Source: an optimization exercise on an open RTL-to-GDS flow (aim: small area, a short achievable clock period and few clock cycles per item). Production flows keep margins and buffers that such runs may drop. Only simulation tests tie the RTL to the original design; equivalence was not proved.

JK:
Design cc_block, start of the top module:
module cc_block (
	input					i_clk, i_rstn,
	input					i_start,
	input			[255:0]	i_key,
	input			[95:0]	i_non,
	input			[31:0]	i_cnt,
	output	wire	[511:0]	o_stream,
	output	wire			o_done
);
Size: ~7400 cells after synthesis, ~520 flip-flops, about 900 I/O pins, roughly 52000 sq um of cells after synthesis.
export LEC_CHECK = 0
export ABC_AREA = 1
export CAP_MARGIN = 20
export CORE_MARGIN = 2
export CORE_UTILIZATION = 48
export SETUP_SLACK_MARGIN = 0.8
export SLEW_MARGIN = 20
create_clock -name core_clock -period 5.5 [get_ports {i_clk}]
standard.sh (not shown) runs the stock make flow with config.mk's settings and CLKGATE_MAP_FILE= SYNTH_SCRIPT=/design/flow/synth_recipe.tcl, a recipe that flattens the netlist after the stock synthesis.
==> flow/flow/run.sh <==
#!/bin/bash
# Layout flow: the standard flow (standard.sh) with the input and output
# port buffers made from the library's smallest buffer instead of the delay
# cell the placer picks by default. Every port still gets its own buffer.
set -uo pipefail
cd "$(dirname "${BASH_SOURCE[0]}")/.."
bash standard.sh 'BUFFER_PORTS_ARGS=-buffer_cell sky130_fd_sc_hd__buf_1' finish > flow_standard.log 2>&1
Every stage of the flow completed for JK, and the final layout passed the timing, DRC and antenna checks.
Testbench counts of JK, summed over its fixed seeds: cycles 7,872, blocks 192.
The following lists how MS was set up differently from JK:
- GPL_TIMING_DRIVEN newly set to 0
- SETUP_SLACK_MARGIN changed from 0.8 to 0.5
- PLACE_DENSITY newly set to 0.7
==> comparison <==
Where wire length reported by the detailed router is concerned, JK is better than MS. On MS: final setup slack of the worst path is 0.0036 ns higher than what JK gave. Relative slew slack, JK and MS, higher one = JK. In the tables for JK and MS, relative area change from synthesis to final layout reads lower with MS. Between MS and JK, it is MS whose clock buffer count in the final layout is lower, by 4. Taking JK as 1.0, MS lands at 1.2 on iteration-0 DRC count of the detailed router.
Modified inputs, AL compared to MS
- clearing GPL_TIMING_DRIVEN, which used to be 0
==> flow/run.sh (new file) <==
#!/bin/bash
# synth_recipe.tcl (not shown) runs the flow's synth.tcl, then flattens the netlist and writes it again
# the make line also repeats each setting of config.mk as NAME=value (left out here)
make -C /OpenROAD-flow-scripts/flow DESIGN_CONFIG=/design/flow/config.mk WORK_HOME=/design/flow/orfs CLKGATE_MAP_FILE= SYNTH_SCRIPT=/design/flow/synth_recipe.tcl finish
removed: flow/flow/run.sh
removed: flow/standard.sh
## What came out
- After detailed routing, MS needs more wire than AL.
- The buffer and inverter count on the worst path reported for AL is smaller than that of MS by 8.
- In summary, AL completed successfully, with a layout that passed the timing, DRC and antenna checks.
- The final reports for AL and MS show global routing met2 resource utilization lower in the former.
--- input diff AL..TR ---
==> flow/flow/run.sh (new file) <==
#!/bin/bash
# Layout flow: the standard flow (standard.sh) with the input and output
# port buffers made from the library's smallest buffer instead of the delay
# cell the placer picks by default. Every port still gets its own buffer.
set -uo pipefail
cd "$(dirname "${BASH_SOURCE[0]}")/.."
bash standard.sh 'BUFFER_PORTS_ARGS=-buffer_cell sky130_fd_sc_hd__buf_1' finish > flow_standard.log 2>&1
==> flow/standard.sh (new file) <==
#!/bin/bash
# synth_recipe.tcl (not shown) runs the flow's synth.tcl, then flattens the netlist and writes it again
# the make line also repeats each setting of config.mk as NAME=value (left out here)
make -C /OpenROAD-flow-scripts/flow DESIGN_CONFIG=/design/flow/config.mk WORK_HOME=/design/flow/orfs CLKGATE_MAP_FILE= SYNTH_SCRIPT=/design/flow/synth_recipe.tcl "${@:-finish}"
removed: flow/run.sh
Findings:
No stage failed in TR, and the final checks on the layout all came back clean. Looking only at global-route usage, and setting everything else aside, the lower value of TR and AL goes to TR. Post-layout instance area is lower on TR. Of TR and AL, it is TR that has the lower number of non-clock buffers in the layout.

== run 1 ==
Starting RTL as in the previous note.
==> flow/design.v (excerpt) <==
module cc_block (
	input					i_clk, i_rstn,
	input					i_start,
	input			[255:0]	i_key,
	input			[95:0]	i_non,
	input			[31:0]	i_cnt,
	output	wire	[511:0]	o_stream,
	output	wire			o_done
);
==> flow/config.mk <==
export PLATFORM = sky130hd
export DESIGN_NAME = cc_block
export DESIGN_NICKNAME = cc_block
export VERILOG_FILES = /design/flow/design.v
export SDC_FILE = /design/flow/constraint.sdc
export NUM_CORES = 8
export LEC_CHECK = 0
export ABC_AREA = 1
export CAP_MARGIN = 20
export CORE_MARGIN = 2
export CORE_UTILIZATION = 40
export GPL_TIMING_DRIVEN = 0
export SLEW_MARGIN = 20
==> flow/constraint.sdc <==
create_clock -name core_clock -period 5.5 [get_ports {i_clk}]
set_input_delay 1.1000 -clock core_clock [delete_from_list [all_inputs] [get_ports {i_clk}]]
set_output_delay 1.1000 -clock core_clock [all_outputs]
set_load 0.01 [all_outputs]
==> flow/flow/run.sh <==
#!/bin/bash
# Layout flow: the standard flow (standard.sh) with the input and output
# port buffers made from the library's smallest buffer instead of the delay
# cell the placer picks by default. Every port still gets its own buffer.
set -uo pipefail
cd "$(dirname "${BASH_SOURCE[0]}")/.."
bash standard.sh 'BUFFER_PORTS_ARGS=-buffer_cell sky130_fd_sc_hd__buf_1' finish > flow_standard.log 2>&1
The flow for run 1 finished, though final verification flagged setup timing.
Testbench counts of run 1, summed over its fixed seeds: cycles 7,872, blocks 192.
The inputs of run 2 differ from those of run 1 as listed below.
--- a/flow/config.mk
+++ b/flow/config.mk
@@ -9,5 +9,6 @@
 export CAP_MARGIN = 20
 export CORE_MARGIN = 2
-export CORE_UTILIZATION = 40
-export GPL_TIMING_DRIVEN = 0
+export CORE_UTILIZATION = 45
+export PLACE_DENSITY = 0.7
+export SETUP_SLACK_MARGIN = 0.4
 export SLEW_MARGIN = 20
==> run notes <==
Looking across run 2 and run 1, the single run that reached the end with no open violations was run 2.
Layout checks on run 1: not met. Flow itself completed; violations: setup timing.
Post-CTS setup-driven buffer insertion count (lower): run 1
Run 2 vs run 1, instance count on the critical path went down by 3.
Compared with run 1, run 2 shows a final net count that is about 1.5% higher.
Diff run 1 -> run 2: CTS H-tree depth did not really move, clock-buffer cell count went down, adder-cell share of the synthesized area did not really move.
Relative to run 1, the highest clock rate of run 2 is higher by 12%.
Looking only at antenna diode count, and setting everything else aside, the lower value of run 2 and run 1 goes to run 2.
Here is what was changed in the inputs of run 3 compared with run 2.
--- a/flow/config.mk
+++ b/flow/config.mk
@@ -9,6 +9,5 @@
 export CAP_MARGIN = 20
 export CORE_MARGIN = 2
-export CORE_UTILIZATION = 45
-export PLACE_DENSITY = 0.7
-export SETUP_SLACK_MARGIN = 0.4
+export CORE_UTILIZATION = 48
+export SETUP_SLACK_MARGIN = 0.5
 export SLEW_MARGIN = 20
==> run notes <==
Run 3 against run 2; die footprint is down by a few percent.
Cell at the slowest stage of the critical path: sky130_fd_sc_hd__xor2_1 -> run 2, sky130_fd_sc_hd__fa_2 -> run 3
Run 3 against run 2.
Per the comparison of run 3 with run 2, final design instance area without fill increased about 0.75%, fraction of registers with async set/reset essentially unchanged, count of clock-net buffers in the final layout increased about 10%.
## Diff of input files: run 4 against run 3
--- a/flow/config.mk
+++ b/flow/config.mk
@@ -9,5 +9,4 @@
 export CAP_MARGIN = 20
 export CORE_MARGIN = 2
-export CORE_UTILIZATION = 48
-export SETUP_SLACK_MARGIN = 0.5
+export CORE_UTILIZATION = 40
 export SLEW_MARGIN = 20
Notes after the runs:
- Run 3 -> run 4: number of multi-input combinational cells in the layout delta 0, exact match
- Row via density per instance: run 4 lower / run 3 higher
- Lower number of global-route vias before repair was reported by run 4, not run 3.
- Run 4 has synthesis-to-finish area growth below what run 3 had.
- Run 4 — sequential cell area 110 um^2 lower, run 3 as reference
- Fraction of layout cells with a size suffix above 1 in run 4 is 5.6 points lower than in run 3
- | sequential share of layout area | run 4 vs run 3 | 0.21 points higher |
- Run 4 vs run 3: wire length after detailed routing up by a few percent

Starting RTL as in the previous note.
Settings: LEC_CHECK=0, ABC_AREA=1, CAP_MARGIN=20, CORE_MARGIN=2, CORE_UTILIZATION=48, SETUP_SLACK_MARGIN=0.25, SLEW_MARGIN=20; clock period 5.5 ns.
Scripts as last shown in full above: flow/flow/run.sh
The first run produced a clean layout.
Testbench counts at the start, summed over its fixed seeds: cycles 7,872, blocks 192.
Edit:
Settings changed: SETUP_SLACK_MARGIN 0.25 to unset.
Outcome: Hold slack degrades by 4.5 ps. Final cell count shrinks slightly. Via count barely changes. Register-to-register slack gets worse by 270 ps. Maximum frequency goes down by a few percent. Global-route usage stays flat.
Edit:
Settings changed: CTS_BUF_LIST set to sky130_fd_sc_hd__clkbuf_8, PLACE_DENSITY set to 0.7, SETUP_SLACK_MARGIN set to 0.5.
Result: Area after synthesis stays the same. Cell area came out higher by 4.6%. Wire length climbs by 1.7%. Die area stays the same. Maximum frequency rose by 8.7%. Flip-flop and latch count stays the same.
Edit:
Settings changed: CTS_BUF_LIST sky130_fd_sc_hd__clkbuf_8 to unset, PLACE_DENSITY 0.7 to 0.75, SETUP_SLACK_MARGIN 0.5 to 0.6.
What happened:
- global-route usage went up by 0.98 points
- fmax barely changes
- synthesized area is unchanged
- wire length went up by a few percent
- clock-buffer cell count went down by 36
- first-iteration DRC count went up by a few percent
- sequential share of layout area went down by 0.45 points
- die area is unchanged
Edit:
Settings changed: CORE_UTILIZATION 48 to 55, PLACE_DENSITY 0.75 to unset, SETUP_SLACK_MARGIN 0.6 to 0.5.
- The new run completed without violations
- global-route usage rose by 4.3 points
- worst hold slack is worse by 26 ps
- via count rose slightly
- sequential cell count stays the same
- synthesized area stays the same
Edit:
Settings changed: CAP_MARGIN 20 to 0, CORE_UTILIZATION 55 to 48, SETUP_SLACK_MARGIN 0.5 to unset, SLEW_MARGIN 20 to 0.
Setup slack got worse by 320 ps.
Hold slack improves by 35 ps.
Cell area is lower by 3.4%.
Core utilization falls by 11 points.
Maximum frequency falls by 5.9%.
Flip-flop and latch count does not change.
Sequential share of layout area goes up by 0.42 points.
Area after synthesis is unchanged.
Wire length hardly moves.
Die area rises by about 14%.

The RTL this note starts from:
==> flow/design.v <==
module cc_block (
	input					i_clk, i_rstn,
	input					i_start,
	input			[255:0]	i_key,
	input			[95:0]	i_non,
	input			[31:0]	i_cnt,
	output	wire	[511:0]	o_stream,
	output	wire			o_done
);
	localparam [127:0] SIGMA = {32'h6b206574, 32'h79622d32, 32'h3320646e, 32'h61707865};
	wire	[511:0]	w_init = {i_non, i_cnt, i_key, SIGMA};
	reg		[511:0]	r_x;		 
	reg				r_busy;
	reg		[5:0]	r_step;
	reg				r_done;
	wire			w_h = r_step[0];	 
	function automatic integer perm;
		input integer r, j;
		case (r)
			0: perm = (4 - j) % 4;
			1: perm = (5 - j) % 4;
			2: perm = (6 - j) % 4;
			default: perm = (7 - j) % 4;
		endcase
	endfunction
	wire	[511:0]	w_nx;
	genvar gj, gr;
	generate
		for (gj = 0; gj < 4; gj = gj + 1) begin : g_col
			wire [31:0] a = r_x[32*gj +: 32];
			wire [31:0] b = r_x[32*(4+gj) +: 32];
			wire [31:0] c = r_x[32*(8+gj) +: 32];
			wire [31:0] d = r_x[32*(12+gj) +: 32];
			wire [31:0] a1 = a + b;
			wire [31:0] t  = d ^ a1;
			wire [31:0] t16 = {t[15:0], t[31:16]};
			wire [31:0] t8  = {t[23:0], t[31:24]};
			wire [31:0] d1 = w_h ? t8 : t16;
			wire [31:0] c1 = c + d1;
			wire [31:0] u  = b ^ c1;
			wire [31:0] u12 = {u[19:0], u[31:20]};
			wire [31:0] u7  = {u[24:0], u[31:25]};
		end
		for (gr = 0; gr < 4; gr = gr + 1) begin : g_row
			for (gj = 0; gj < 4; gj = gj + 1) begin : g_pos
				localparam integer K = (gr == 0) ? (4 - gj) % 4 : (gr == 1) ? (5 - gj) % 4 :
									   (gr == 2) ? (6 - gj) % 4 : (7 - gj) % 4;
				wire [31:0] s0, s1;
				if (gr == 0) begin : g_a
					assign s0 = g_col[gj].a1; assign s1 = g_col[K].a1;
				end else if (gr == 1) begin : g_b
					assign s0 = g_col[gj].u12; assign s1 = g_col[K].u7;
				end else if (gr == 2) begin : g_c
					assign s0 = g_col[gj].c1; assign s1 = g_col[K].c1;
				end else begin : g_d
					assign s0 = g_col[gj].t16; assign s1 = g_col[K].t8;
				end
				assign w_nx[32*(4*gr+gj) +: 32] = w_h ? s1 : s0;
			end
		end
	endgenerate
	always @(posedge i_clk) begin
		if (i_start)
			r_x <= w_init;
		else
			r_x <= w_nx;
	end
	always @(posedge i_clk, negedge i_rstn) begin
		if (!i_rstn) begin
			r_busy	<= 1'b0;
			r_step	<= 6'd0;
			r_done	<= 1'b0;
		end
		else begin
			r_done	<= r_busy && (r_step == 6'd39);
			if (i_start) begin
				r_busy	<= 1'b1;
				r_step	<= 6'd0;
			end
			else if (r_busy) begin
				r_busy	<= (r_step != 6'd39);
				r_step	<= r_step + 6'd1;
			end
		end
	end
	genvar gw;
	generate
		for (gw = 0; gw < 16; gw = gw + 1) begin : g_out
			assign o_stream[32*gw +: 32] = r_x[32*gw +: 32] + w_init[32*gw +: 32];
		end
	endgenerate
	assign o_done = r_done;
endmodule
Settings: LEC_CHECK=0, CAP_MARGIN=20, CORE_MARGIN=2, CORE_UTILIZATION=40, SLEW_MARGIN=20; clock period 5.5 ns.
run.sh (not shown) runs the stock make flow with config.mk's settings and CLKGATE_MAP_FILE= SYNTH_SCRIPT=/design/flow/synth_recipe.tcl, a recipe that flattens the netlist after the stock synthesis.
Stock flow here: none of the scripts above is used.
The starting point produced a layout that fails on negative setup slack.
Testbench counts at the start, summed over its fixed seeds: cycles 7,872, blocks 192.
==> next run, changes <==
--- a/flow/config.mk
+++ b/flow/config.mk
@@ -7,0 +8 @@
+export ABC_AREA = 1
=> With this change the flow went through all stages and came out clean; cell area fell by 20%; setup slack gains 0.81 ns; synthesized cell count went up by 30%; via count stays flat; final cell count climbs by 1.3%.

// cc_block: RTL as listed in full above, without the edits since
Settings: LEC_CHECK=0, CAP_MARGIN=20, CORE_MARGIN=2, CORE_UTILIZATION=60, GPL_TIMING_DRIVEN=0, SLEW_MARGIN=20; clock period 5.5 ns.
The first run failed in 5_1_grt, error GRT-0116.
Testbench counts at the start, summed over its fixed seeds: cycles 7,872, blocks 192.
Rerun with:
--- a/flow/config.mk
+++ b/flow/config.mk
@@ -9,4 +9,3 @@
 export CORE_MARGIN = 2
 export CORE_UTILIZATION = 60
-export GPL_TIMING_DRIVEN = 0
 export SLEW_MARGIN = 20
The new run died in 5_1_grt (GRT-0116).
Synthesized area stays the same.
Synthesized cell count is unchanged.

Another version of the RTL of cc_block (not shown whole).
For scale: ~520 flip-flops, roughly 900 I/O pins, about 52,000 um^2 of cells after synthesis.
export LEC_CHECK = 0
export ABC_AREA = 1
export CAP_MARGIN = 20
export CORE_MARGIN = 2
export CORE_UTILIZATION = 48
export PLACE_DENSITY = 0.7
export SETUP_SLACK_MARGIN = 0.5
export SLEW_MARGIN = 20
export TNS_END_PERCENT = 20
create_clock -name core_clock -period 5.5 [get_ports {i_clk}]
standard.sh (not shown) runs the stock make flow with config.mk's settings and CLKGATE_MAP_FILE= SYNTH_SCRIPT=/design/flow/synth_recipe.tcl, a recipe that flattens the netlist after the stock synthesis.
Scripts as last shown in full above: flow/flow/run.sh
Testbench counts at the start, summed over its fixed seeds: cycles 7,872, blocks 192.
Edit:
- TNS_END_PERCENT: 20 -> default
Outcome: Non-clock buffer count increases by 15. Setup slack gets better by 0.043 ns. Cell area increases by 0.63%. Die area stays the same. Global-route usage barely changes. First-iteration DRC count barely changes. Final cell count barely changes. Worst hold slack gets better by 0.0067 ns.

==> port drivers added, routing unchanged <==
The flow's constraints put no driver on any port. The routed layouts listed below were extracted and timed again, unchanged, in two steps.
Step 1 sets driving cells, clkbuf_16 on the clock port and buf_2 on the other inputs (assumed; they add their load-dependent delay and slew).
Step 2 times the ports against the registers' clock, not the clock port: input delays grow and output delays shrink by t, the midpoint of the rising clock arrivals with the driver on.
a / b / c = no drivers / after step 1 / after step 2; a / b = the first two.
| run | t (ns) | setup WS [ns] | worst data-port slew with drivers (ns) |
|---|---|---|---|
| JK | 0.718 | 0.358 / 0.285 / -0.106 | 0.22 |
| MS | 0.736 | 0.361 / 0.271 / 0.271 | 0.28 |
| AL | 0.734 | 0.359 / 0.287 / 0.316 | 0.16 |
| TR | 0.734 | 0.483 / 0.374 / 0.374 | 0.21 |
| run 1 | 0.754 | -0.208 / -0.208 / -0.208 | 0.28 |
| run 2 | 0.739 | 0.403 / 0.382 / 0.382 | 0.23 |
| run 3 | 0.714 | 0.452 / 0.404 / 0.412 | 0.22 |
| run 4 | 0.750 | 0.187 / 0.113 / 0.113 | 0.23 |
| the first run of note 3 | 0.713 | 0.324 / 0.293 / 0.322 | 0.21 |
| the second run of note 3 | 0.722 | 0.053 / 0.053 / 0.053 | 0.22 |
| the third run of note 3 | 0.832 | 0.487 / 0.412 / 0.440 | 0.19 |
| the fourth run of note 3 | 0.734 | 0.479 / 0.411 / 0.437 | 0.24 |
| the fifth run of note 3 | 0.735 | 0.374 / 0.327 / 0.327 | 0.25 |
| the sixth run of note 3 | 0.722 | 0.053 / 0.053 / 0.053 | 0.22 |
| the first run of note 4 | 0.752 | -0.705 / -0.705 / -0.705 | 0.31 |
| the second run of note 4 | 0.780 | 0.107 / 0.050 / 0.050 | 0.19 |
| the first run of note 6 | 0.738 | 0.440 / 0.323 / 0.323 | 0.20 |
| the second run of note 6 | 0.734 | 0.483 / 0.374 / 0.374 | 0.21 |
Met with ideal ports but missed after step 2: setup timing in JK. The setup slack of JK, which loses most, moves by -0.073 ns with the drivers and by -0.464 ns with both steps.
